Context: an optimization exercise on an open-source flow, tuned for small area. The choices shown serve that exercise and are no tape-out recipe. In this exercise RTL edits were held to simulation tests only and were not proved equivalent to the original.

<file path="config.mk">
export PLATFORM = sky130hd
export DESIGN_NAME = sequencer_top
export DESIGN_NICKNAME = sequencer_top
export VERILOG_FILES = /design/flow/design.v
export SDC_FILE = /design/flow/constraint.sdc
export NUM_CORES = 4
export LEC_CHECK = 0
export CAP_MARGIN = 20
export CORE_MARGIN = 2
export CORE_UTILIZATION = 40
export SLEW_MARGIN = 20
export SYNTH_MEMORY_MAX_BITS = 16384
</file>
<file path="constraint.sdc">
create_clock -name core_clock -period 12.0 [get_ports {clk}]
set_input_delay 2.4000 -clock core_clock [delete_from_list [all_inputs] [get_ports {clk}]]
set_output_delay 2.4000 -clock core_clock [all_outputs]
set_load 0.01 [all_outputs]
</file>
<file path="design.v">
module button_conditioner (
    input wire clk,
    input wire raw_button,
    output reg conditioned_button,
    output wire conditioned_button_edge
);
    parameter integer DEBOUNCE_THRESHOLD = 50000;
    parameter integer COUNTER_WIDTH = 16;
    reg sync_ff1;
    reg sync_ff2;
    reg debounced_state;
    reg [COUNTER_WIDTH-1:0] debounce_counter;
    reg conditioned_button_prev;
    always @(posedge clk) begin
        sync_ff1 <= raw_button;
        sync_ff2 <= sync_ff1;
    end
    always @(posedge clk) begin
        if (sync_ff2 != debounced_state) begin
            if (debounce_counter < DEBOUNCE_THRESHOLD) begin
                debounce_counter <= debounce_counter + 1;
            end else begin
                debounced_state <= sync_ff2;
                debounce_counter <= 0;
            end
        end else begin
            debounce_counter <= 0;
        end
        conditioned_button <= debounced_state;
    end
    always @(posedge clk) begin
        conditioned_button_prev <= conditioned_button;
    end
    assign conditioned_button_edge = conditioned_button && ~conditioned_button_prev;
endmodule
module clock_divider #(
    parameter DIV_FACTOR = 50_000_000
) (
    input   wire    reset,
    input   wire    clk_in,
    output  reg    clk_out,
    output  wire   rise_next     
);
    reg [25:0] counter;
    assign rise_next = (counter == DIV_FACTOR - 1) && !clk_out;
    always @(posedge clk_in or posedge reset) begin
        if (reset) begin
            counter <= 0;
            clk_out <= 0;
        end else begin
            counter <= counter + 1;
            if(counter == DIV_FACTOR - 1) begin
                clk_out <= ~clk_out;
                counter <= 0;
            end
        end
    end
endmodule
module digit_to_7seg (
    input [3:0] digit,
    output reg [6:0] seg7
);
    always @(*) begin
        case (digit)
            4'b0000: seg7 = 7'b1000000;  
            4'b0001: seg7 = 7'b1111001;  
            4'b0010: seg7 = 7'b0100100;  
            4'b0011: seg7 = 7'b0110000;  
            4'b0100: seg7 = 7'b0011001;  
            4'b0101: seg7 = 7'b0010010;  
            4'b0110: seg7 = 7'b0000010;  
            4'b0111: seg7 = 7'b1111000;  
            4'b1000: seg7 = 7'b0000000;  
            4'b1001: seg7 = 7'b0010000;  
            default: seg7 = 7'b1111111;  
        endcase
    end
endmodule
module seg7_display (
    input clk,
    input reset,
    input [7:0] number,
    output reg [6:0] seg7,
    output reg [3:0] select
);
    reg[3:0] hundreds, tens, ones;
    wire [6:0] seg_ones, seg_tens, seg_hundreds;
    reg [1:0] mux_counter;
    digit_to_7seg u_ones (
        .digit(ones),
        .seg7(seg_ones)
    );
    digit_to_7seg u_tens (
        .digit(tens),
        .seg7(seg_tens)
    );
    digit_to_7seg u_hundreds (
        .digit(hundreds),
        .seg7(seg_hundreds)
    );
    wire slow_clk;
    wire slow_tick;
    clock_divider #(
        .DIV_FACTOR(500)
    ) clk_div (
        .reset(reset),
        .clk_in(clk),
        .clk_out(slow_clk),
        .rise_next(slow_tick)
    );
    always @(*) begin
        hundreds = number / 100;
        tens = (number - hundreds * 100) / 10;
        ones = number - hundreds * 100 - tens * 10;    
    end
    always @(posedge clk or posedge reset) begin
        if (reset) begin
            mux_counter <= 2'b00;
        end else if (slow_tick) begin
            if (mux_counter == 2'b10) begin
                mux_counter <= 2'b00;
            end else begin
                mux_counter <= mux_counter + 1;
            end
        end
    end
    always @(*) begin
        case (mux_counter) 
            2'b00: begin
                select = ~4'b0001;
                seg7 = seg_ones;
            end
            2'b01: begin
                select = ~4'b0010;
                seg7 = seg_tens;
            end
            2'b10: begin
                select = ~4'b0100;
                seg7 = seg_hundreds;
            end
            default: begin
                select = 4'b1111;
                seg7 = 7'b1111111;
            end
        endcase
    end
endmodule
module midi_uart_tx #(
    parameter integer CLK_FREQ = 100_000_000,                  
    parameter BAUD_RATE = 115200            
) (
    input clk,                              
    input reset,                            
    input send,                             
    input [7:0] data,                       
    output reg tx,                          
    output reg busy                         
);
    localparam integer CLKS_PER_BIT = CLK_FREQ / BAUD_RATE;      
    reg [9:0] shift_reg;               
    reg [3:0] bit_index;               
    reg [15:0] clk_count;              
    always @(posedge clk or posedge reset) begin
        if (reset) begin
            tx <= 1;                   
            busy <= 0;                 
            clk_count <= 0;            
            bit_index <= 0;            
        end else begin
            if (!busy) begin            
                if (send) begin         
                    shift_reg <= {1'b1, data, 1'b0};
                    busy <= 1;           
                    bit_index <= 0;      
                    clk_count <= 0;      
                end
            end else begin                
                clk_count <= clk_count + 1;  
                if (clk_count == CLKS_PER_BIT - 1) begin
                    tx <= shift_reg[bit_index];   
                    bit_index <= bit_index + 1;    
                    clk_count <= 0;                 
                    if (bit_index == 9) begin      
                        busy <= 0;                  
                        tx <= 1;                    
                    end
                end
            end
        end
    end
endmodule
module midi_note_sender (
    input clk,
    input reset,
    input trigger,
    input [3:0] channel,
    input [6:0] note,
    input [6:0] velocity,
    output tx,
    output busy
);
    localparam  IDLE = 2'd0,
                SEND_STATUS = 2'd1,
                SEND_NOTE = 2'd2,
                SEND_VELOCITY = 2'd3;    
    reg [1:0] state;
    reg uart_send;
    reg uart_send_d;  
    reg [7:0] uart_data;
    midi_uart_tx #(
        .CLK_FREQ(1_000_000),
        .BAUD_RATE(31_250)
    ) uart (
        .clk(clk),
        .reset(reset),
        .send(uart_send),
        .data(uart_data),
        .tx(tx),
        .busy(busy)
    );
    always @(posedge clk or posedge reset) begin
        if(reset) begin
            uart_send <= 0;
            uart_send_d <= 0;
            uart_data <= 0;
            state <= IDLE;
        end else begin
            uart_send_d <= 0;   
            uart_send <= uart_send_d;
            case (state) 
                IDLE: begin
                    if(trigger) begin
                        state <= SEND_STATUS;
                    end
                end
                SEND_STATUS: begin
                    if(!busy && !uart_send_d && !uart_send) begin
                        uart_data <= { 4'h9, channel[3:0] };  
                        uart_send_d <= 1;
                        state <= SEND_NOTE;
                    end
                end 
                SEND_NOTE: begin
                    if(!busy && !uart_send_d && !uart_send) begin
                        uart_data <= { 1'b0, note[6:0] };
                        uart_send_d <= 1;
                        state <= SEND_VELOCITY;
                    end
                end
                SEND_VELOCITY: begin
                    if(!busy && !uart_send_d && !uart_send) begin
                        uart_data <= { 1'b0, velocity[6:0] };
                        uart_send_d <= 1;
                        state <= IDLE;
                    end
                end
            endcase
        end
    end
endmodule
module note_counter #(
    parameter COUNT_IDX = 3'b011,
    parameter MAX = 4'b1000
)(
    input  wire clk,
    input  wire rst,
    input  wire enable,        
    output reg [COUNT_IDX-1:0] count
);
    always @(posedge clk) begin
        if (rst) begin
            count <= 0;
        end else begin
            if (enable) begin
                if (count == MAX - 1)
                    count <=0;      
                else 
                    count <= count + 1;
            end
        end
    end
endmodule
module note_sequence #(
    parameter INDEX_WIDTH = 3'b011   
)(
    input  wire         clk,
    input  wire [INDEX_WIDTH-1:0] index,
    output reg  [6:0]   note,
    output reg  [6:0]  velocity
);
    always @(*) begin
    case (index)
            3'b000: begin
                note <= 7'd60;  
                velocity <= 7'd100;
            end
            3'b001: begin
                note <= 7'd62;  
                velocity <= 7'd80;
            end
            3'b010:  begin
                note <= 7'd63;  
                velocity <= 7'd70;
                end
            3'b011:  begin
                note <= 7'd65;  
                velocity <= 7'd100;
            end
            3'b100:  begin
                note <= 7'd67;  
                velocity <= 7'd100;
            end
            3'b101:  begin
                note <= 7'd68;  
                velocity <= 7'd80;
            end
            3'b110:  begin
                note <= 7'd70;  
                velocity <= 7'd70;
            end
            3'b111:  begin
                note <= 7'd72;  
                velocity <= 7'd100;
            end
            default: begin
                note <= 7'd0;
                velocity <= 7'd100;
            end
        endcase
    end
endmodule
module seq_player #(
    parameter STEP_IDX_WIDTH = 3'b011
)(
    input clk,
    input rst,
    input pulse_choose_note,
    input busy,
    output reg pulse_send_note,
    output [6:0] midi_note,
    output [6:0] midi_velocity,
    output [STEP_IDX_WIDTH-1:0] step_idx  
);
    localparam WAIT_FOR_TICK = 2'd0,
               SEND_NOTE = 2'd1;
    reg [1:0] state;
    note_counter u_note_counter (
        .clk(clk),
        .rst(rst),
        .enable(pulse_choose_note),
        .count(step_idx)
    );
    note_sequence #( .INDEX_WIDTH(STEP_IDX_WIDTH) ) u_note_sequence (
        .clk(clk),
        .index(step_idx),
        .note(midi_note),
        .velocity(midi_velocity)
    );
    always @(posedge clk or posedge rst) begin
        if(rst) begin
            pulse_send_note <=0;
            state <= WAIT_FOR_TICK;
        end else begin
            case (state)
                WAIT_FOR_TICK: begin
                    pulse_send_note <= 0;  
                    if (!busy && pulse_choose_note)
                        state <= SEND_NOTE;
                end
                SEND_NOTE: begin
                    pulse_send_note <= 1;  
                    state <= WAIT_FOR_TICK;
                end
            endcase
        end
    end
endmodule
module bpm_clock #(
    parameter BPM = 120,
    parameter CLOCK_FREQ = 1_000_000  
) (
    input clk,
    input reset,
    input bpm_inc, 
    input bpm_dec,
    output reg [4:0] beats,
    output reg [4:0] beat_triggers,
    output reg [7:0] o_bpm
);
    localparam MIN_BPM = 40;
    localparam MAX_BPM = 200;
    localparam BPM_RANGE_SIZE = MAX_BPM - MIN_BPM + 1;
    localparam QN_WIDTH = $clog2( (CLOCK_FREQ * 60 ) / MIN_BPM );
    localparam EN_WIDTH = $clog2( ((CLOCK_FREQ * 60 ) / MIN_BPM ) / 2);
    localparam SN_WIDTH = $clog2( ((CLOCK_FREQ * 60 ) / MIN_BPM ) / 4);
    reg [7:0] bpm_current;
    reg [QN_WIDTH - 1:0] qn_counter;
    reg [EN_WIDTH - 1:0] en_counter;
    reg [SN_WIDTH - 1:0] sn_counter;
    function [QN_WIDTH-1:0] quarter_cycles_LUT;
        input [7:0] idx;
        begin
            case (idx)
                8'd0: quarter_cycles_LUT = 1500000;
                8'd1: quarter_cycles_LUT = 1463414;
                8'd2: quarter_cycles_LUT = 1428571;
                8'd3: quarter_cycles_LUT = 1395348;
                8'd4: quarter_cycles_LUT = 1363636;
                8'd5: quarter_cycles_LUT = 1333333;
                8'd6: quarter_cycles_LUT = 1304347;
                8'd7: quarter_cycles_LUT = 1276595;
                8'd8: quarter_cycles_LUT = 1250000;
                8'd9: quarter_cycles_LUT = 1224489;
                8'd10: quarter_cycles_LUT = 1200000;
                8'd11: quarter_cycles_LUT = 1176470;
                8'd12: quarter_cycles_LUT = 1153846;
                8'd13: quarter_cycles_LUT = 1132075;
                8'd14: quarter_cycles_LUT = 1111111;
                8'd15: quarter_cycles_LUT = 1090909;
                8'd16: quarter_cycles_LUT = 1071428;
                8'd17: quarter_cycles_LUT = 1052631;
                8'd18: quarter_cycles_LUT = 1034482;
                8'd19: quarter_cycles_LUT = 1016949;
                8'd20: quarter_cycles_LUT = 1000000;
                8'd21: quarter_cycles_LUT = 983606;
                8'd22: quarter_cycles_LUT = 967741;
                8'd23: quarter_cycles_LUT = 952380;
                8'd24: quarter_cycles_LUT = 937500;
                8'd25: quarter_cycles_LUT = 923076;
                8'd26: quarter_cycles_LUT = 909090;
                8'd27: quarter_cycles_LUT = 895522;
                8'd28: quarter_cycles_LUT = 882352;
                8'd29: quarter_cycles_LUT = 869565;
                8'd30: quarter_cycles_LUT = 857142;
                8'd31: quarter_cycles_LUT = 845070;
                8'd32: quarter_cycles_LUT = 833333;
                8'd33: quarter_cycles_LUT = 821917;
                8'd34: quarter_cycles_LUT = 810810;
                8'd35: quarter_cycles_LUT = 800000;
                8'd36: quarter_cycles_LUT = 789473;
                8'd37: quarter_cycles_LUT = 779220;
                8'd38: quarter_cycles_LUT = 769230;
                8'd39: quarter_cycles_LUT = 759493;
                8'd40: quarter_cycles_LUT = 750000;
                8'd41: quarter_cycles_LUT = 740740;
                8'd42: quarter_cycles_LUT = 731707;
                8'd43: quarter_cycles_LUT = 722891;
                8'd44: quarter_cycles_LUT = 714285;
                8'd45: quarter_cycles_LUT = 705882;
                8'd46: quarter_cycles_LUT = 697674;
                8'd47: quarter_cycles_LUT = 689655;
                8'd48: quarter_cycles_LUT = 681818;
                8'd49: quarter_cycles_LUT = 674157;
                8'd50: quarter_cycles_LUT = 666666;
                8'd51: quarter_cycles_LUT = 659340;
                8'd52: quarter_cycles_LUT = 652173;
                8'd53: quarter_cycles_LUT = 645161;
                8'd54: quarter_cycles_LUT = 638297;
                8'd55: quarter_cycles_LUT = 631578;
                8'd56: quarter_cycles_LUT = 625000;
                8'd57: quarter_cycles_LUT = 618556;
                8'd58: quarter_cycles_LUT = 612244;
                8'd59: quarter_cycles_LUT = 606060;
                8'd60: quarter_cycles_LUT = 600000;
                8'd61: quarter_cycles_LUT = 594059;
                8'd62: quarter_cycles_LUT = 588235;
                8'd63: quarter_cycles_LUT = 582524;
                8'd64: quarter_cycles_LUT = 576923;
                8'd65: quarter_cycles_LUT = 571428;
                8'd66: quarter_cycles_LUT = 566037;
                8'd67: quarter_cycles_LUT = 560747;
                8'd68: quarter_cycles_LUT = 555555;
                8'd69: quarter_cycles_LUT = 550458;
                8'd70: quarter_cycles_LUT = 545454;
                8'd71: quarter_cycles_LUT = 540540;
                8'd72: quarter_cycles_LUT = 535714;
                8'd73: quarter_cycles_LUT = 530973;
                8'd74: quarter_cycles_LUT = 526315;
                8'd75: quarter_cycles_LUT = 521739;
                8'd76: quarter_cycles_LUT = 517241;
                8'd77: quarter_cycles_LUT = 512820;
                8'd78: quarter_cycles_LUT = 508474;
                8'd79: quarter_cycles_LUT = 504201;
                8'd80: quarter_cycles_LUT = 500000;
                8'd81: quarter_cycles_LUT = 495867;
                8'd82: quarter_cycles_LUT = 491803;
                8'd83: quarter_cycles_LUT = 487804;
                8'd84: quarter_cycles_LUT = 483870;
                8'd85: quarter_cycles_LUT = 480000;
                8'd86: quarter_cycles_LUT = 476190;
                8'd87: quarter_cycles_LUT = 472440;
                8'd88: quarter_cycles_LUT = 468750;
                8'd89: quarter_cycles_LUT = 465116;
                8'd90: quarter_cycles_LUT = 461538;
                8'd91: quarter_cycles_LUT = 458015;
                8'd92: quarter_cycles_LUT = 454545;
                8'd93: quarter_cycles_LUT = 451127;
                8'd94: quarter_cycles_LUT = 447761;
                8'd95: quarter_cycles_LUT = 444444;
                8'd96: quarter_cycles_LUT = 441176;
                8'd97: quarter_cycles_LUT = 437956;
                8'd98: quarter_cycles_LUT = 434782;
                8'd99: quarter_cycles_LUT = 431654;
                8'd100: quarter_cycles_LUT = 428571;
                8'd101: quarter_cycles_LUT = 425531;
                8'd102: quarter_cycles_LUT = 422535;
                8'd103: quarter_cycles_LUT = 419580;
                8'd104: quarter_cycles_LUT = 416666;
                8'd105: quarter_cycles_LUT = 413793;
                8'd106: quarter_cycles_LUT = 410958;
                8'd107: quarter_cycles_LUT = 408163;
                8'd108: quarter_cycles_LUT = 405405;
                8'd109: quarter_cycles_LUT = 402684;
                8'd110: quarter_cycles_LUT = 400000;
                8'd111: quarter_cycles_LUT = 397350;
                8'd112: quarter_cycles_LUT = 394736;
                8'd113: quarter_cycles_LUT = 392156;
                8'd114: quarter_cycles_LUT = 389610;
                8'd115: quarter_cycles_LUT = 387096;
                8'd116: quarter_cycles_LUT = 384615;
                8'd117: quarter_cycles_LUT = 382165;
                8'd118: quarter_cycles_LUT = 379746;
                8'd119: quarter_cycles_LUT = 377358;
                8'd120: quarter_cycles_LUT = 375000;
                8'd121: quarter_cycles_LUT = 372670;
                8'd122: quarter_cycles_LUT = 370370;
                8'd123: quarter_cycles_LUT = 368098;
                8'd124: quarter_cycles_LUT = 365853;
                8'd125: quarter_cycles_LUT = 363636;
                8'd126: quarter_cycles_LUT = 361445;
                8'd127: quarter_cycles_LUT = 359281;
                8'd128: quarter_cycles_LUT = 357142;
                8'd129: quarter_cycles_LUT = 355029;
                8'd130: quarter_cycles_LUT = 352941;
                8'd131: quarter_cycles_LUT = 350877;
                8'd132: quarter_cycles_LUT = 348837;
                8'd133: quarter_cycles_LUT = 346820;
                8'd134: quarter_cycles_LUT = 344827;
                8'd135: quarter_cycles_LUT = 342857;
                8'd136: quarter_cycles_LUT = 340909;
                8'd137: quarter_cycles_LUT = 338983;
                8'd138: quarter_cycles_LUT = 337078;
                8'd139: quarter_cycles_LUT = 335195;
                8'd140: quarter_cycles_LUT = 333333;
                8'd141: quarter_cycles_LUT = 331491;
                8'd142: quarter_cycles_LUT = 329670;
                8'd143: quarter_cycles_LUT = 327868;
                8'd144: quarter_cycles_LUT = 326086;
                8'd145: quarter_cycles_LUT = 324324;
                8'd146: quarter_cycles_LUT = 322580;
                8'd147: quarter_cycles_LUT = 320855;
                8'd148: quarter_cycles_LUT = 319148;
                8'd149: quarter_cycles_LUT = 317460;
                8'd150: quarter_cycles_LUT = 315789;
                8'd151: quarter_cycles_LUT = 314136;
                8'd152: quarter_cycles_LUT = 312500;
                8'd153: quarter_cycles_LUT = 310880;
                8'd154: quarter_cycles_LUT = 309278;
                8'd155: quarter_cycles_LUT = 307692;
                8'd156: quarter_cycles_LUT = 306122;
                8'd157: quarter_cycles_LUT = 304568;
                8'd158: quarter_cycles_LUT = 303030;
                8'd159: quarter_cycles_LUT = 301507;
                8'd160: quarter_cycles_LUT = 300000;
                default: quarter_cycles_LUT = 0;
            endcase
        end
    endfunction
    function [EN_WIDTH-1:0] eighth_cycles_LUT;
        input [7:0] idx;
        begin
            case (idx)
                8'd0: eighth_cycles_LUT = 750000;
                8'd1: eighth_cycles_LUT = 731707;
                8'd2: eighth_cycles_LUT = 714285;
                8'd3: eighth_cycles_LUT = 697674;
                8'd4: eighth_cycles_LUT = 681818;
                8'd5: eighth_cycles_LUT = 666666;
                8'd6: eighth_cycles_LUT = 652173;
                8'd7: eighth_cycles_LUT = 638297;
                8'd8: eighth_cycles_LUT = 625000;
                8'd9: eighth_cycles_LUT = 612244;
                8'd10: eighth_cycles_LUT = 600000;
                8'd11: eighth_cycles_LUT = 588235;
                8'd12: eighth_cycles_LUT = 576923;
                8'd13: eighth_cycles_LUT = 566037;
                8'd14: eighth_cycles_LUT = 555555;
                8'd15: eighth_cycles_LUT = 545454;
                8'd16: eighth_cycles_LUT = 535714;
                8'd17: eighth_cycles_LUT = 526315;
                8'd18: eighth_cycles_LUT = 517241;
                8'd19: eighth_cycles_LUT = 508474;
                8'd20: eighth_cycles_LUT = 500000;
                8'd21: eighth_cycles_LUT = 491803;
                8'd22: eighth_cycles_LUT = 483870;
                8'd23: eighth_cycles_LUT = 476190;
                8'd24: eighth_cycles_LUT = 468750;
                8'd25: eighth_cycles_LUT = 461538;
                8'd26: eighth_cycles_LUT = 454545;
                8'd27: eighth_cycles_LUT = 447761;
                8'd28: eighth_cycles_LUT = 441176;
                8'd29: eighth_cycles_LUT = 434782;
                8'd30: eighth_cycles_LUT = 428571;
                8'd31: eighth_cycles_LUT = 422535;
                8'd32: eighth_cycles_LUT = 416666;
                8'd33: eighth_cycles_LUT = 410958;
                8'd34: eighth_cycles_LUT = 405405;
                8'd35: eighth_cycles_LUT = 400000;
                8'd36: eighth_cycles_LUT = 394736;
                8'd37: eighth_cycles_LUT = 389610;
                8'd38: eighth_cycles_LUT = 384615;
                8'd39: eighth_cycles_LUT = 379746;
                8'd40: eighth_cycles_LUT = 375000;
                8'd41: eighth_cycles_LUT = 370370;
                8'd42: eighth_cycles_LUT = 365853;
                8'd43: eighth_cycles_LUT = 361445;
                8'd44: eighth_cycles_LUT = 357142;
                8'd45: eighth_cycles_LUT = 352941;
                8'd46: eighth_cycles_LUT = 348837;
                8'd47: eighth_cycles_LUT = 344827;
                8'd48: eighth_cycles_LUT = 340909;
                8'd49: eighth_cycles_LUT = 337078;
                8'd50: eighth_cycles_LUT = 333333;
                8'd51: eighth_cycles_LUT = 329670;
                8'd52: eighth_cycles_LUT = 326086;
                8'd53: eighth_cycles_LUT = 322580;
                8'd54: eighth_cycles_LUT = 319148;
                8'd55: eighth_cycles_LUT = 315789;
                8'd56: eighth_cycles_LUT = 312500;
                8'd57: eighth_cycles_LUT = 309278;
                8'd58: eighth_cycles_LUT = 306122;
                8'd59: eighth_cycles_LUT = 303030;
                8'd60: eighth_cycles_LUT = 300000;
                8'd61: eighth_cycles_LUT = 297029;
                8'd62: eighth_cycles_LUT = 294117;
                8'd63: eighth_cycles_LUT = 291262;
                8'd64: eighth_cycles_LUT = 288461;
                8'd65: eighth_cycles_LUT = 285714;
                8'd66: eighth_cycles_LUT = 283018;
                8'd67: eighth_cycles_LUT = 280373;
                8'd68: eighth_cycles_LUT = 277777;
                8'd69: eighth_cycles_LUT = 275229;
                8'd70: eighth_cycles_LUT = 272727;
                8'd71: eighth_cycles_LUT = 270270;
                8'd72: eighth_cycles_LUT = 267857;
                8'd73: eighth_cycles_LUT = 265486;
                8'd74: eighth_cycles_LUT = 263157;
                8'd75: eighth_cycles_LUT = 260869;
                8'd76: eighth_cycles_LUT = 258620;
                8'd77: eighth_cycles_LUT = 256410;
                8'd78: eighth_cycles_LUT = 254237;
                8'd79: eighth_cycles_LUT = 252100;
                8'd80: eighth_cycles_LUT = 250000;
                8'd81: eighth_cycles_LUT = 247933;
                8'd82: eighth_cycles_LUT = 245901;
                8'd83: eighth_cycles_LUT = 243902;
                8'd84: eighth_cycles_LUT = 241935;
                8'd85: eighth_cycles_LUT = 240000;
                8'd86: eighth_cycles_LUT = 238095;
                8'd87: eighth_cycles_LUT = 236220;
                8'd88: eighth_cycles_LUT = 234375;
                8'd89: eighth_cycles_LUT = 232558;
                8'd90: eighth_cycles_LUT = 230769;
                8'd91: eighth_cycles_LUT = 229007;
                8'd92: eighth_cycles_LUT = 227272;
                8'd93: eighth_cycles_LUT = 225563;
                8'd94: eighth_cycles_LUT = 223880;
                8'd95: eighth_cycles_LUT = 222222;
                8'd96: eighth_cycles_LUT = 220588;
                8'd97: eighth_cycles_LUT = 218978;
                8'd98: eighth_cycles_LUT = 217391;
                8'd99: eighth_cycles_LUT = 215827;
                8'd100: eighth_cycles_LUT = 214285;
                8'd101: eighth_cycles_LUT = 212765;
                8'd102: eighth_cycles_LUT = 211267;
                8'd103: eighth_cycles_LUT = 209790;
                8'd104: eighth_cycles_LUT = 208333;
                8'd105: eighth_cycles_LUT = 206896;
                8'd106: eighth_cycles_LUT = 205479;
                8'd107: eighth_cycles_LUT = 204081;
                8'd108: eighth_cycles_LUT = 202702;
                8'd109: eighth_cycles_LUT = 201342;
                8'd110: eighth_cycles_LUT = 200000;
                8'd111: eighth_cycles_LUT = 198675;
                8'd112: eighth_cycles_LUT = 197368;
                8'd113: eighth_cycles_LUT = 196078;
                8'd114: eighth_cycles_LUT = 194805;
                8'd115: eighth_cycles_LUT = 193548;
                8'd116: eighth_cycles_LUT = 192307;
                8'd117: eighth_cycles_LUT = 191082;
                8'd118: eighth_cycles_LUT = 189873;
                8'd119: eighth_cycles_LUT = 188679;
                8'd120: eighth_cycles_LUT = 187500;
                8'd121: eighth_cycles_LUT = 186335;
                8'd122: eighth_cycles_LUT = 185185;
                8'd123: eighth_cycles_LUT = 184049;
                8'd124: eighth_cycles_LUT = 182926;
                8'd125: eighth_cycles_LUT = 181818;
                8'd126: eighth_cycles_LUT = 180722;
                8'd127: eighth_cycles_LUT = 179640;
                8'd128: eighth_cycles_LUT = 178571;
                8'd129: eighth_cycles_LUT = 177514;
                8'd130: eighth_cycles_LUT = 176470;
                8'd131: eighth_cycles_LUT = 175438;
                8'd132: eighth_cycles_LUT = 174418;
                8'd133: eighth_cycles_LUT = 173410;
                8'd134: eighth_cycles_LUT = 172413;
                8'd135: eighth_cycles_LUT = 171428;
                8'd136: eighth_cycles_LUT = 170454;
                8'd137: eighth_cycles_LUT = 169491;
                8'd138: eighth_cycles_LUT = 168539;
                8'd139: eighth_cycles_LUT = 167597;
                8'd140: eighth_cycles_LUT = 166666;
                8'd141: eighth_cycles_LUT = 165745;
                8'd142: eighth_cycles_LUT = 164835;
                8'd143: eighth_cycles_LUT = 163934;
                8'd144: eighth_cycles_LUT = 163043;
                8'd145: eighth_cycles_LUT = 162162;
                8'd146: eighth_cycles_LUT = 161290;
                8'd147: eighth_cycles_LUT = 160427;
                8'd148: eighth_cycles_LUT = 159574;
                8'd149: eighth_cycles_LUT = 158730;
                8'd150: eighth_cycles_LUT = 157894;
                8'd151: eighth_cycles_LUT = 157068;
                8'd152: eighth_cycles_LUT = 156250;
                8'd153: eighth_cycles_LUT = 155440;
                8'd154: eighth_cycles_LUT = 154639;
                8'd155: eighth_cycles_LUT = 153846;
                8'd156: eighth_cycles_LUT = 153061;
                8'd157: eighth_cycles_LUT = 152284;
                8'd158: eighth_cycles_LUT = 151515;
                8'd159: eighth_cycles_LUT = 150753;
                8'd160: eighth_cycles_LUT = 150000;
                default: eighth_cycles_LUT = 0;
            endcase
        end
    endfunction
    function [SN_WIDTH-1:0] sixteenth_cycles_LUT;
        input [7:0] idx;
        begin
            case (idx)
                8'd0: sixteenth_cycles_LUT = 375000;
                8'd1: sixteenth_cycles_LUT = 365853;
                8'd2: sixteenth_cycles_LUT = 357142;
                8'd3: sixteenth_cycles_LUT = 348837;
                8'd4: sixteenth_cycles_LUT = 340909;
                8'd5: sixteenth_cycles_LUT = 333333;
                8'd6: sixteenth_cycles_LUT = 326086;
                8'd7: sixteenth_cycles_LUT = 319148;
                8'd8: sixteenth_cycles_LUT = 312500;
                8'd9: sixteenth_cycles_LUT = 306122;
                8'd10: sixteenth_cycles_LUT = 300000;
                8'd11: sixteenth_cycles_LUT = 294117;
                8'd12: sixteenth_cycles_LUT = 288461;
                8'd13: sixteenth_cycles_LUT = 283018;
                8'd14: sixteenth_cycles_LUT = 277777;
                8'd15: sixteenth_cycles_LUT = 272727;
                8'd16: sixteenth_cycles_LUT = 267857;
                8'd17: sixteenth_cycles_LUT = 263157;
                8'd18: sixteenth_cycles_LUT = 258620;
                8'd19: sixteenth_cycles_LUT = 254237;
                8'd20: sixteenth_cycles_LUT = 250000;
                8'd21: sixteenth_cycles_LUT = 245901;
                8'd22: sixteenth_cycles_LUT = 241935;
                8'd23: sixteenth_cycles_LUT = 238095;
                8'd24: sixteenth_cycles_LUT = 234375;
                8'd25: sixteenth_cycles_LUT = 230769;
                8'd26: sixteenth_cycles_LUT = 227272;
                8'd27: sixteenth_cycles_LUT = 223880;
                8'd28: sixteenth_cycles_LUT = 220588;
                8'd29: sixteenth_cycles_LUT = 217391;
                8'd30: sixteenth_cycles_LUT = 214285;
                8'd31: sixteenth_cycles_LUT = 211267;
                8'd32: sixteenth_cycles_LUT = 208333;
                8'd33: sixteenth_cycles_LUT = 205479;
                8'd34: sixteenth_cycles_LUT = 202702;
                8'd35: sixteenth_cycles_LUT = 200000;
                8'd36: sixteenth_cycles_LUT = 197368;
                8'd37: sixteenth_cycles_LUT = 194805;
                8'd38: sixteenth_cycles_LUT = 192307;
                8'd39: sixteenth_cycles_LUT = 189873;
                8'd40: sixteenth_cycles_LUT = 187500;
                8'd41: sixteenth_cycles_LUT = 185185;
                8'd42: sixteenth_cycles_LUT = 182926;
                8'd43: sixteenth_cycles_LUT = 180722;
                8'd44: sixteenth_cycles_LUT = 178571;
                8'd45: sixteenth_cycles_LUT = 176470;
                8'd46: sixteenth_cycles_LUT = 174418;
                8'd47: sixteenth_cycles_LUT = 172413;
                8'd48: sixteenth_cycles_LUT = 170454;
                8'd49: sixteenth_cycles_LUT = 168539;
                8'd50: sixteenth_cycles_LUT = 166666;
                8'd51: sixteenth_cycles_LUT = 164835;
                8'd52: sixteenth_cycles_LUT = 163043;
                8'd53: sixteenth_cycles_LUT = 161290;
                8'd54: sixteenth_cycles_LUT = 159574;
                8'd55: sixteenth_cycles_LUT = 157894;
                8'd56: sixteenth_cycles_LUT = 156250;
                8'd57: sixteenth_cycles_LUT = 154639;
                8'd58: sixteenth_cycles_LUT = 153061;
                8'd59: sixteenth_cycles_LUT = 151515;
                8'd60: sixteenth_cycles_LUT = 150000;
                8'd61: sixteenth_cycles_LUT = 148514;
                8'd62: sixteenth_cycles_LUT = 147058;
                8'd63: sixteenth_cycles_LUT = 145631;
                8'd64: sixteenth_cycles_LUT = 144230;
                8'd65: sixteenth_cycles_LUT = 142857;
                8'd66: sixteenth_cycles_LUT = 141509;
                8'd67: sixteenth_cycles_LUT = 140186;
                8'd68: sixteenth_cycles_LUT = 138888;
                8'd69: sixteenth_cycles_LUT = 137614;
                8'd70: sixteenth_cycles_LUT = 136363;
                8'd71: sixteenth_cycles_LUT = 135135;
                8'd72: sixteenth_cycles_LUT = 133928;
                8'd73: sixteenth_cycles_LUT = 132743;
                8'd74: sixteenth_cycles_LUT = 131578;
                8'd75: sixteenth_cycles_LUT = 130434;
                8'd76: sixteenth_cycles_LUT = 129310;
                8'd77: sixteenth_cycles_LUT = 128205;
                8'd78: sixteenth_cycles_LUT = 127118;
                8'd79: sixteenth_cycles_LUT = 126050;
                8'd80: sixteenth_cycles_LUT = 125000;
                8'd81: sixteenth_cycles_LUT = 123966;
                8'd82: sixteenth_cycles_LUT = 122950;
                8'd83: sixteenth_cycles_LUT = 121951;
                8'd84: sixteenth_cycles_LUT = 120967;
                8'd85: sixteenth_cycles_LUT = 120000;
                8'd86: sixteenth_cycles_LUT = 119047;
                8'd87: sixteenth_cycles_LUT = 118110;
                8'd88: sixteenth_cycles_LUT = 117187;
                8'd89: sixteenth_cycles_LUT = 116279;
                8'd90: sixteenth_cycles_LUT = 115384;
                8'd91: sixteenth_cycles_LUT = 114503;
                8'd92: sixteenth_cycles_LUT = 113636;
                8'd93: sixteenth_cycles_LUT = 112781;
                8'd94: sixteenth_cycles_LUT = 111940;
                8'd95: sixteenth_cycles_LUT = 111111;
                8'd96: sixteenth_cycles_LUT = 110294;
                8'd97: sixteenth_cycles_LUT = 109489;
                8'd98: sixteenth_cycles_LUT = 108695;
                8'd99: sixteenth_cycles_LUT = 107913;
                8'd100: sixteenth_cycles_LUT = 107142;
                8'd101: sixteenth_cycles_LUT = 106382;
                8'd102: sixteenth_cycles_LUT = 105633;
                8'd103: sixteenth_cycles_LUT = 104895;
                8'd104: sixteenth_cycles_LUT = 104166;
                8'd105: sixteenth_cycles_LUT = 103448;
                8'd106: sixteenth_cycles_LUT = 102739;
                8'd107: sixteenth_cycles_LUT = 102040;
                8'd108: sixteenth_cycles_LUT = 101351;
                8'd109: sixteenth_cycles_LUT = 100671;
                8'd110: sixteenth_cycles_LUT = 100000;
                8'd111: sixteenth_cycles_LUT = 99337;
                8'd112: sixteenth_cycles_LUT = 98684;
                8'd113: sixteenth_cycles_LUT = 98039;
                8'd114: sixteenth_cycles_LUT = 97402;
                8'd115: sixteenth_cycles_LUT = 96774;
                8'd116: sixteenth_cycles_LUT = 96153;
                8'd117: sixteenth_cycles_LUT = 95541;
                8'd118: sixteenth_cycles_LUT = 94936;
                8'd119: sixteenth_cycles_LUT = 94339;
                8'd120: sixteenth_cycles_LUT = 93750;
                8'd121: sixteenth_cycles_LUT = 93167;
                8'd122: sixteenth_cycles_LUT = 92592;
                8'd123: sixteenth_cycles_LUT = 92024;
                8'd124: sixteenth_cycles_LUT = 91463;
                8'd125: sixteenth_cycles_LUT = 90909;
                8'd126: sixteenth_cycles_LUT = 90361;
                8'd127: sixteenth_cycles_LUT = 89820;
                8'd128: sixteenth_cycles_LUT = 89285;
                8'd129: sixteenth_cycles_LUT = 88757;
                8'd130: sixteenth_cycles_LUT = 88235;
                8'd131: sixteenth_cycles_LUT = 87719;
                8'd132: sixteenth_cycles_LUT = 87209;
                8'd133: sixteenth_cycles_LUT = 86705;
                8'd134: sixteenth_cycles_LUT = 86206;
                8'd135: sixteenth_cycles_LUT = 85714;
                8'd136: sixteenth_cycles_LUT = 85227;
                8'd137: sixteenth_cycles_LUT = 84745;
                8'd138: sixteenth_cycles_LUT = 84269;
                8'd139: sixteenth_cycles_LUT = 83798;
                8'd140: sixteenth_cycles_LUT = 83333;
                8'd141: sixteenth_cycles_LUT = 82872;
                8'd142: sixteenth_cycles_LUT = 82417;
                8'd143: sixteenth_cycles_LUT = 81967;
                8'd144: sixteenth_cycles_LUT = 81521;
                8'd145: sixteenth_cycles_LUT = 81081;
                8'd146: sixteenth_cycles_LUT = 80645;
                8'd147: sixteenth_cycles_LUT = 80213;
                8'd148: sixteenth_cycles_LUT = 79787;
                8'd149: sixteenth_cycles_LUT = 79365;
                8'd150: sixteenth_cycles_LUT = 78947;
                8'd151: sixteenth_cycles_LUT = 78534;
                8'd152: sixteenth_cycles_LUT = 78125;
                8'd153: sixteenth_cycles_LUT = 77720;
                8'd154: sixteenth_cycles_LUT = 77319;
                8'd155: sixteenth_cycles_LUT = 76923;
                8'd156: sixteenth_cycles_LUT = 76530;
                8'd157: sixteenth_cycles_LUT = 76142;
                8'd158: sixteenth_cycles_LUT = 75757;
                8'd159: sixteenth_cycles_LUT = 75376;
                8'd160: sixteenth_cycles_LUT = 75000;
                default: sixteenth_cycles_LUT = 0;
            endcase
        end
    endfunction
    always @(posedge clk or posedge reset) begin
        if(reset) begin
            qn_counter <= 0;
            en_counter <= 0;
            sn_counter <= 0;
            bpm_current <= BPM;
            o_bpm <= 0;
            beats <= 5'b00000;
            beat_triggers <= 5'b00000;
        end else begin
            if (qn_counter < quarter_cycles_LUT(bpm_current - MIN_BPM) - 1) begin
                qn_counter <= qn_counter + 1;
                beat_triggers[0] <= 0;
            end else begin
                qn_counter <= 0;
                beats[0] <= ~beats[0];  
                beat_triggers[0] <= 1;
            end 
            if(en_counter < eighth_cycles_LUT(bpm_current - MIN_BPM) - 1) begin
                en_counter <= en_counter + 1;
                beat_triggers[1] <= 0;
            end else begin
                en_counter <= 0;
                beats[1] <= ~beats[1];  
                beat_triggers[1] <= 1;
            end
            if(sn_counter < sixteenth_cycles_LUT(bpm_current - MIN_BPM) - 1) begin
                sn_counter <= sn_counter + 1;
                beat_triggers[2] <= 0;
            end else begin
                sn_counter <= 0;
                beats[2] <= ~beats[2];  
                beat_triggers[2] <= 1;
            end 
            if ( bpm_inc  && bpm_current < MAX_BPM ) begin
                bpm_current <= bpm_current + 10;
            end else if( bpm_dec && bpm_current > MIN_BPM ) begin
                bpm_current <= bpm_current - 10;
            end  
            o_bpm <= bpm_current;  
        end
    end
endmodule
module sequencer #(
    parameter MIDI_CHANNEL = 4'd0
) (
    input   wire clk,                 
    input   wire rst,                 
    input   wire btn_inc_bpm,         
    input   wire btn_dec_bpm,         
    output  wire [7:0] leds,
    output  wire [23:0] io_leds,         
    output  wire [6:0] seg_display,  
    output  wire [3:0] seg_select,
    output  wire tx  
);
    wire [7:0] bpm;
    wire [4:0] beats;
    wire [4:0] beat_triggers;
    bpm_clock #(
        .CLOCK_FREQ(1_000_000)
    ) u_bpm_clock (
        .clk(clk),
        .reset(rst),
        .bpm_inc(btn_inc_bpm),
        .bpm_dec(btn_dec_bpm),
        .beats(beats),
        .beat_triggers(beat_triggers),
        .o_bpm(bpm)
    );
    wire busy;
    wire trigger_send_note;
    wire [6:0] midi_note;
    wire [6:0] midi_velocity;
    wire pulse_8th = beat_triggers[1];
    wire [2:0] step_idx;
    seq_player u_seq_player(
        .clk(clk),
        .rst(rst),
        .pulse_choose_note(pulse_8th),
        .busy(busy),
        .pulse_send_note(trigger_send_note),
        .midi_note(midi_note),
        .midi_velocity(midi_velocity),
        .step_idx(step_idx)
    );
    midi_note_sender u_midi_note_sender(
        .clk(clk),
        .reset(rst),
        .trigger(trigger_send_note),
        .channel(MIDI_CHANNEL),
        .note(midi_note),
        .velocity(midi_velocity),
        .tx(tx),
        .busy(busy)
    );
    assign io_leds = { 21'b0, step_idx };
    assign leds[4:0] = beats;
    assign leds[7:5] = 3'b000;
    seg7_display u_seg7_display (
        .clk(clk),
        .reset(rst),
        .number(bpm),
        .seg7(seg_display),
        .select(seg_select)
    );
endmodule
module sequencer_top (
    input clk,
    input rst_n,
    output [7:0] led,
    output usb_tx,
    output [23:0] io_led,
    output [7:0] io_segment,
    output [3:0] io_select,
    input wire [4:0] io_button
);
    localparam BTN_INC = 0;
    localparam BTN_DEC = 2;
    wire conditioned_button_edge_inc;
    wire conditioned_button_edge_dec;
    wire [7:0] seq_leds;
    button_conditioner #(
        .DEBOUNCE_THRESHOLD(500)
    ) b_inc (
        .clk(clk),
        .raw_button(io_button[BTN_INC]),
        .conditioned_button(),
        .conditioned_button_edge(conditioned_button_edge_inc)
    );
    button_conditioner #(
        .DEBOUNCE_THRESHOLD(500)
    ) b_dec (
        .clk(clk),
        .raw_button(io_button[BTN_DEC]),
        .conditioned_button(),
        .conditioned_button_edge(conditioned_button_edge_dec)
    );
    assign led[5:0] = seq_leds[5:0];
    assign led[6] = io_button[BTN_DEC];
    assign led[7] = io_button[BTN_INC];
    assign io_segment[7] = 1'b1;
    sequencer u_sequencer (
        .clk(clk),
        .rst(~rst_n),
        .btn_inc_bpm(conditioned_button_edge_inc),
        .btn_dec_bpm(conditioned_button_edge_dec),
        .leds(seq_leds),
        .io_leds(io_led),
        .seg_display(io_segment[6:0]),
        .seg_select(io_select),
        .tx(usb_tx)
    );
endmodule
</file>
<file path="run.sh">
#!/bin/bash
# synth_recipe.tcl (not shown) runs the flow's synth.tcl, then flattens the netlist and writes it again
# the make line also repeats each setting of config.mk as NAME=value (left out here)
make -C /OpenROAD-flow-scripts/flow DESIGN_CONFIG=/design/flow/config.mk WORK_HOME=/design/flow/orfs CLKGATE_MAP_FILE= SYNTH_SCRIPT=/design/flow/synth_recipe.tcl finish
</file>
==> run summary <==
## per-layer routing
layer	track usage (%)	up-vias
met5	0	-
li1	-	6053
met1	24.4	5868
met2	30.2	333
met3	2.32	68
met4	5.44	0
## cells by family after synthesis
kind of cell             count (synthesis)  share of synthesized area, %
buffers and inverters                  164                          5.77
flip-flops                             206                          32.7
AND/OR/NAND/NOR                        648                          21.5
multiplexers                            22                          1.95
adder cells (fa/ha/maj)                124                          10.4
AO/OA/AOI/OAI                          394                          18.6
XOR/XNOR                               150                          8.97
other                                    2                        0.0497
## cells in the mapped netlist, types with 37 or more instances
library cell	n
buf_4	48
dfrtp_1	138
nand2_1	107
dfxtp_1	53
xor2_1	72
o21ai_0	88
ha_1	121
nand3_1	67
and3_1	47
a21oi_1	76
xnor2_1	74
nor3_1	37
inv_1	56
nor2_1	215
## layout make-up
class	count	area share, %
flip-flops and latches	206	30.1
inverters	59	1.42
repair buffers	39	2.13
clock buffers	30	3.86
well taps	511	3.89
clock inverters	14	0.785
multi-input cells	1378	57.8
## repair_timing
action / in CTS / in global routing
endpoints found under the hold margin: 0 / 0
gates resized for setup: 0 / 3
hold buffers: 0 / 0
setup endpoints to repair: 0 / 7
## per-stage QoR
step           worst slack [ps]  cell area (sq um)  utilization [%]
5_1_grt                    33.7              16400             43.8
2_1_floorplan              2190              15300                -
6_report                    565              16400             43.8
3_3_place_gp               1110              15700             41.7
3_5_place_dp               1010              15700             41.7
4_1_cts                     380              16400             43.8
## how the worst max path moves through the flow
| stage | slack [ps] | to | startpoint |
|---|---|---|---|
| 6_report | 570 | io_segment[4] | u_sequencer.u_bpm_clock.o_bpm[4] |
| 2_1_floorplan | 2190 | io_segment[4] | u_sequencer.u_bpm_clock.o_bpm[4] |
| 3_3_place_gp | 1110 | io_segment[4] | u_sequencer.u_bpm_clock.o_bpm[4] |
| 4_1_cts | 380 | io_segment[4] | u_sequencer.u_bpm_clock.o_bpm[4] |
| 3_5_place_dp | 1010 | io_segment[4] | u_sequencer.u_bpm_clock.o_bpm[4] |
| 5_1_grt | 30 | io_segment[4] | u_sequencer.u_bpm_clock.o_bpm[4] |
## worst reg2reg max path, stage by stage, from the launching register on
cell and delay [ps]:
dfstp_2 510, buf_4 590, clkinv_1 920, ha_2 1210
buf_4 580, nor2_1 160, a22o_1 210, a211oi_1 440
o21ai_0 170, a32oi_1 760, nand4_1 290, nor3_1 470
nand2_1 190, xnor2_1 310, ha_1 320, a21o_1 170
a21o_1 170, a21o_1 170, a21o_1 170, a21o_1 170
a21o_1 170, a21oi_1 210, a21oi_1 90, o21bai_1 160
a31oi_2 50, buf_4 230, xor2_1 170
## cell usage in the layout, fill, tap and decap left out, types with 6 or more instances in the layout
cell             Yosys  layout
and3_1              47      47
a22o_1               6       6
xnor2_1             74      72
a31oi_1             18      17
nor2b_1             33      33
dfxtp_1             53      53
conb_1               2      40
a21o_1              27      26
nand2_1            107     107
o311ai_0             7       7
clkinv_2             0       6
clkdlybuf4s50_1      0      21
nor4_1               9       9
ha_1               121     120
edfxtp_1            10      10
o211ai_1            19      19
inv_1               56      56
o21ai_1              6       6
xor2_1              72      71
a211oi_1            15      15
o21a_1              10      10
nand3_1             67      67
nor3_1              37      37
nand2b_1            25      25
o21ai_0             88      88
a21oi_1             76      76
o221ai_1             7       7
clkbuf_16            0      24
and2_1              20      20
mux2_2               7       7
nor2_1             215     215
nand4_1             30      30
dfrtp_1            138     137
o22ai_1              7       7
buf_4               48      17
mux2i_1              9       9
==> impl_metrics.ini <==
[run_status]
outcome = no timing/DRC/antenna violations

[timing]
fin_skew_ps = 25.0
finalCritPeriodShare_pct = 95.3
setup-violations-final = 0
holdWs_ps = 344
rsz0062_at_grt = false
relSlewSlack_pct = 24.5
hold_violations = 0
fin_crit_ps = 11430
fmax_mhz = 87.5
tns_ps = 0
tightestPinTransition_ps = 1130
final-max-slew-violation-count = 0

[detailed_routing]
routed_wl_um = 35200
ant_nets = 0
met3_length_um = 1840
wl_per_cell_um = 15.7
drtIter0Drc = 979
vias = 12300
highest_layer = met4
routed-wl-met2_um = 16400
drt-met1-wl_um = 16100
dr.pass1.iters = 5
vias_per_cell = 5.51
remaining_drc_errors = 0

[clock_network]
postCtsSetupBuffers = 0
clk_pin_slew_ps = 70
cts_buffer_depth = 3
cts_tree = built
cts_sinks = 206
numCtsBuffers = 24
clk_root_buffer_cell = clkbuf_16
worstSkewPairLatency_ps = 550
htree_levels = 1

[final_layout]
top_register = u_sequencer.u_seg7_display.clk_div.counter
regArea_sq_mm = 0.00495
antenna-diode-count = 0
nets = 1839
final_cells = 2237
area_growth_pct = 8.56
largest_reg_flops = 26
largestRegisters = u_sequencer.u_seg7_display.clk_div.counter x26, u_sequencer.u_bpm_clock.qn_counter x21, u_sequencer.u_bpm_clock.en_counter x20
drive_gt1_share_pct = 8.11
num-fill-cells = 3719
multiInputGateArea_sq_mm = 0.00949

[worst_hold_path]
hold_depth = 0
hold_start = b_dec.sync_ff1
min_to = b_dec.sync_ff2
min_path_type = reg -> reg

[critical_path]
cp-start-kind = flop
crit_path_end_kind = output port
crit_fanout = 10
r2r_cells = 26
worst-path-stages = 32
max_stage_delay_ps = 690
arrival_ps = 9030
crit-reg2reg-launch = u_sequencer.u_bpm_clock.bpm_current[3]
worst_path_max_delay_cell = a2111oi_0
rrSetupSlack_ps = 2810
cp_num_buf_inv = 5
path_common_cell = ha_1
worst_ep_required_time_ps = 9600
path_class = reg -> out
cp_top_family = compound AO/OA/AOI/OAI gates
r2r-end = u_sequencer.u_bpm_clock.beats[1]

[logic_synthesis]
synth_seq_cells = 206
netlist_top_cells_area = dfrtp_1 (23%), ha_1 (10%), dfxtp_1 (7.0%)
syn_avg_cell_area_sq_um = 8.85
seq_area_frac_synth_pct = 32.7
yosysTopAreaCell = dfrtp_1
synth_top_area_share_pct = 22.8
yosysWarnings = 10
async_reset_ff_share_pct = 69.4
synth_ff_type = dfrtp_1
syn_inst = 1710
synth_area_sq_mm = 0.0151
ys_types = 124
synth_edf_count = 10

[grt]
antenna_found_initial = 0
globalRouteOverflowTotal = 0
grt_pass1_wl_um = 58900
grt_pass1_vias = 11700
grt_max_degree = 87
grt_usage_pct = 18.1

[placed_design]
place_hpwl_um = 24600
dp.cells = 2193
place_congestion = 0.912
portBuffers = 22

[floorplanning]
start_util_pct = 40.3
coreArea_sq_mm = 0.0375
core.rowCount = 71
die_width_um = 198
io_pins = 52
dieArea_sq_mm = 0.0394
die_h_um = 198

[flow_run]
drv_cap = 0

## static timing again, ports no longer ideal
In the flow no input, the clock included, has a driving cell. The finished layout below was timed again as built, in two steps. Step 1 assumes that a clkbuf_16 drives the clock port and a buf_2 every other input. Step 2, shift: input delay + t, output delay - t, t = (earliest + latest rising clock arrival at the registers) / 2. This alone moves slack from input paths to output paths. Three values: no drivers, after step 1, after step 2; two values: the first two.
shift t [ns]: 0.591
setup slack, ns: 0.565 / 0.513 / 1.104
hold slack, ns: 0.344 / 0.344 / 0.344
clock arrival spread, ns: 0.025 / 0.025
worst data-port slew with drivers (ns): 0.05
After both steps setup and hold are still met in this run. For this run, drivers alone change the setup slack by -0.052 ns; drivers and shift together by +0.539 ns.
